Source: an optimization exercise on an open RTL-to-GDS flow (aim: small area, a short achievable clock period and few clock cycles per item). Production flows keep margins and buffers that such runs may drop.
The RTL was checked by simulation tests, not by an equivalence proof against the original design.

Design conv3x3, start of the top module:
module conv3x3(
    input wire clk,
    input wire rst,
    input wire en,
    input wire [7:0] pixel1,
    input wire [7:0] pixel2,
    input wire [7:0] pixel3,
    input wire [7:0] pixel4,
    input wire [7:0] pixel5,
    input wire [7:0] pixel6,
    input wire [7:0] pixel7,
    input wire [7:0] pixel8,
    input wire [7:0] pixel9,
    input wire [7:0] filter1,
    input wire [7:0] filter2,
    input wire [7:0] filter3,
    input wire [7:0] filter4,
    input wire [7:0] filter5,
    input wire [7:0] filter6,
    input wire [7:0] filter7,
    input wire [7:0] filter8,
    input wire [7:0] filter9,
    output wire [31:0] result,
    output wire done
);
wire [48:0] cs;
reg [48:0] cs_reg;
reg done_reg;
alu alu1(
    .pixel1(pixel1),
    .pixel2(pixel2),
    .pixel3(pixel3),
    .pixel4(pixel4),
    .pixel5(pixel5),
    .pixel6(pixel6),
    .pixel7(pixel7),
    .pixel8(pixel8),
    .pixel9(pixel9),
    .filter1(filter1),
    .filter2(filter2),
    .filter3(filter3),
    .filter4(filter4),
    .filter5(filter5),
    .filter6(filter6),
    .filter7(filter7),
    .filter8(filter8),
    .filter9(filter9),
    .cs(cs)
);
always @ (posedge clk)
    cs_reg <= cs;
always @ (posedge clk or posedge rst) begin
    if (rst)
        done_reg <= 1'b0;
    else
        done_reg <= en;
end
wire bhs0, bhc0;
ha bha0 (.a(cs_reg[5]), .b(cs_reg[6]), .s(bhs0), .co(bhc0));
wire bhs1, bhc1;
ha bha1 (.a(cs_reg[8]), .b(cs_reg[9]), .s(bhs1), .co(bhc1));
wire bs537, bc537;
  ...
Size in the first run: roughly 1500 cells after synthesis, ~50 flip-flops, ~16000 sq um of cells after synthesis.
clock: 10.0 ns
lec_check: 0
cap_margin: 20
core_margin: 2
core_utilization: 40
setup_slack_margin: 4.5
slew_margin: 20
synth_hierarchical: 1
standard.sh (not shown) runs the stock make flow with config.mk's settings and CLKGATE_MAP_FILE= SYNTH_SCRIPT=/design/flow/synth_recipe.tcl, a recipe that flattens the netlist after the stock synthesis.
==> flow/flow/run.sh <==
#!/bin/bash
set -o pipefail
bash standard.sh "BUFFER_PORTS_ARGS=-buffer_cell sky130_fd_sc_hd__buf_2" finish > standard_flow.log 2>&1
Testbench counts at the start, summed over its fixed seeds: cycles 1,608, items 1,600.
Next try:
Settings changed: ABC_CLOCK_PERIOD_IN_PS from default to 2000, SETUP_SLACK_MARGIN 4.5 to default.
After rerunning: Via count stays flat. Design area went down by 9.7%. Worst setup slack is worse by 300 ps. Core utilization went down by 4.5 points. Routed wire length went up by 1.2%. Global-route usage stays flat. Maximum frequency went down by 5.3%. Die area stays the same. Hold slack is better by 6.2 ps.
Next try:
Settings changed: ABC_CLOCK_PERIOD_IN_PS 2000 to default, CORE_UTILIZATION 40 to 65, SETUP_SLACK_MARGIN from default to 4.4.
The new run finished clean; worst hold slack degrades by 14 ps; synthesized area is unchanged; synthesized cell count is unchanged; routed wire length falls by about 8%.
Next try:
==> flow/flow/run.sh (replaced) <==
#!/bin/bash
set -o pipefail
bash standard.sh "BUFFER_PORTS_ARGS=-buffer_cell sky130_fd_sc_hd__buf_1" finish > standard_flow.log 2>&1
Settings changed: CORE_UTILIZATION 65 to 40, SETUP_SLACK_MARGIN 4.4 to default.
Cell area goes down by about 3.7%.
Global-route usage goes down by 13 points.
Via count goes down by about 0.8%.
Routed wire length goes up by 9.8%.
Non-clock buffer count goes down by 2.
Cell count goes up by 11%.
Count of clock-buffer cells in the layout is unchanged.
Area after synthesis is unchanged.
Setup slack degrades by 490 ps.

========
Starting RTL as in the previous note.
Design conv3x3, start of the top module:
module conv3x3(
    input wire clk,
    input wire rst,
    input wire en,
    input wire [7:0] pixel1,
    input wire [7:0] pixel2,
    input wire [7:0] pixel3,
    input wire [7:0] pixel4,
    input wire [7:0] pixel5,
    input wire [7:0] pixel6,
    input wire [7:0] pixel7,
    input wire [7:0] pixel8,
    input wire [7:0] pixel9,
    input wire [7:0] filter1,
    input wire [7:0] filter2,
    input wire [7:0] filter3,
    input wire [7:0] filter4,
    input wire [7:0] filter5,
    input wire [7:0] filter6,
    input wire [7:0] filter7,
    input wire [7:0] filter8,
    input wire [7:0] filter9,
    output wire [31:0] result,
    output wire done
);
Settings: LEC_CHECK=0, CAP_MARGIN=20, CORE_MARGIN=2, CORE_UTILIZATION=65, SETUP_SLACK_MARGIN=4.3, SLEW_MARGIN=20, SYNTH_HIERARCHICAL=1; clock period 10.0 ns.
==> flow/flow/run.sh <==
#!/bin/bash
set -o pipefail
bash standard.sh "BUFFER_PORTS_ARGS=-buffer_cell sky130_fd_sc_hd__buf_2" finish > standard_flow.log 2>&1
Testbench counts at the start, summed over its fixed seeds: cycles 1,608, items 1,600.
Rerun with:
- CORE_UTILIZATION: 65 -> 40
- SETUP_SLACK_MARGIN: 4.3 -> default
What happened:
- The new run finished clean
- final area hardly moves
- worst setup slack degrades by 140 ps
- via count is lower by 2.8%
- critical path depth does not change
- maximum frequency decreases by 2.4%
- count of clock-buffer cells in the layout stays the same
- sequential share of layout area barely changes
- die area grows by 61%
Rerun with:
- CORE_UTILIZATION: 40 -> 65
The changed run passed the timing, DRC and antenna checks.
Utilization rose by 25 points.
Sequential share of layout area hardly moves.
Non-clock buffer count does not change.
Setup slack improved by 10 ps.
Synthesized area is unchanged.
Clock-buffer cell count does not change.
Global-route usage rose by 14 points.
Flip-flop and latch count stays the same.
Rerun with:
- SETUP_SLACK_MARGIN: default -> 4.5
Effect: Setup slack improved by 310 ps; area after synthesis stays the same; fmax rose by 5.6%; wire length rises by 0.84%; first-iteration DRC count is unchanged; worst hold slack gains 15 ps; die area stays the same; sequential share of layout area went down by 0.46 points; utilization goes up by 5.6 points.
Rerun with:
- CORE_UTILIZATION: 65 -> 40
- SETUP_SLACK_MARGIN: 4.5 -> 4
Result:
- The new run completed with no timing, DRC or antenna violations
- synthesized area stays the same
- via count falls by 0.93%
- first-iteration DRC count falls by about 17%
- worst hold slack is about the same
- critical path depth is unchanged
- non-clock buffer count does not change
- design area came out lower by 6.1%
- setup slack got worse by 320 ps
Rerun with:
==> flow/run.sh (new file) <==
#!/bin/bash
# synth_recipe.tcl (not shown) runs the flow's synth.tcl, then flattens the netlist and writes it again
# the make line also repeats each setting of config.mk as NAME=value (left out here)
make -C /OpenROAD-flow-scripts/flow DESIGN_CONFIG=/design/flow/config.mk WORK_HOME=/design/flow/orfs CLKGATE_MAP_FILE= SYNTH_SCRIPT=/design/flow/synth_recipe.tcl finish
removed: flow/flow/run.sh
removed: flow/standard.sh
Effect: Utilization is higher by 1.3 points. Via count goes up slightly. Worst hold slack improved by 310 ps.

==> static timing again, ports no longer ideal <==
In the flow no input, the clock included, has a driving cell. The finished layouts below were timed again as built, in two steps. Step 1, drivers: a clkbuf_16 drives clk and a buf_2 each remaining input, both assumed. Step 2, shift: input delay + t, output delay - t, t = (earliest + latest rising clock arrival at the registers) / 2. This alone moves slack from input paths to output paths. Three values: no drivers, after step 1, after step 2; two values: the first two.
run | shift t [ns] | setup slack, ns | worst hold slack (ns) | worst setup path at the end | slew at the worst register clock pin (ns)
the first run of note 1 | 0.354 | 4.520 / 4.509 / 4.164 | 1.504 / 1.473 / 1.827 | input to register | 0.08 / 0.08
the second run of note 1 | 0.362 | 4.215 / 4.238 / 3.876 | 1.510 / 1.487 / 1.849 | input to register | 0.08 / 0.08
the third run of note 1 | 0.356 | 4.396 / 4.417 / 4.061 | 1.496 / 1.463 / 1.820 | input to register | 0.09 / 0.09
the fourth run of note 1 | 0.361 | 3.909 / 3.934 / 3.573 | 1.480 / 1.452 / 1.813 | input to register | 0.08 / 0.08
the first run of note 2 | 0.367 | 4.352 / 4.360 / 4.006 | 1.496 / 1.468 / 1.835 | input to register | 0.09 / 0.09
the second run of note 2 | 0.362 | 4.215 / 4.238 / 3.876 | 1.510 / 1.487 / 1.849 | input to register | 0.08 / 0.08
the third run of note 2 | 0.358 | 4.225 / 4.247 / 3.889 | 1.495 / 1.463 / 1.821 | input to register | 0.09 / 0.09
the fourth run of note 2 | 0.365 | 4.533 / 4.508 / 4.183 | 1.510 / 1.479 / 1.844 | input to register | 0.09 / 0.09
the fifth run of note 2 | 0.362 | 4.215 / 4.238 / 3.876 | 1.510 / 1.487 / 1.849 | input to register | 0.08 / 0.08
the sixth run of note 2 | 0.372 | 4.057 / 4.039 / 3.667 | 1.821 / 1.794 / 2.166 | input to register | 0.08 / 0.08
After both steps setup and hold are still met in every run listed. The setup slack of the sixth run of note 2, which loses most, moves by -0.018 ns with the drivers and by -0.390 ns with both steps.
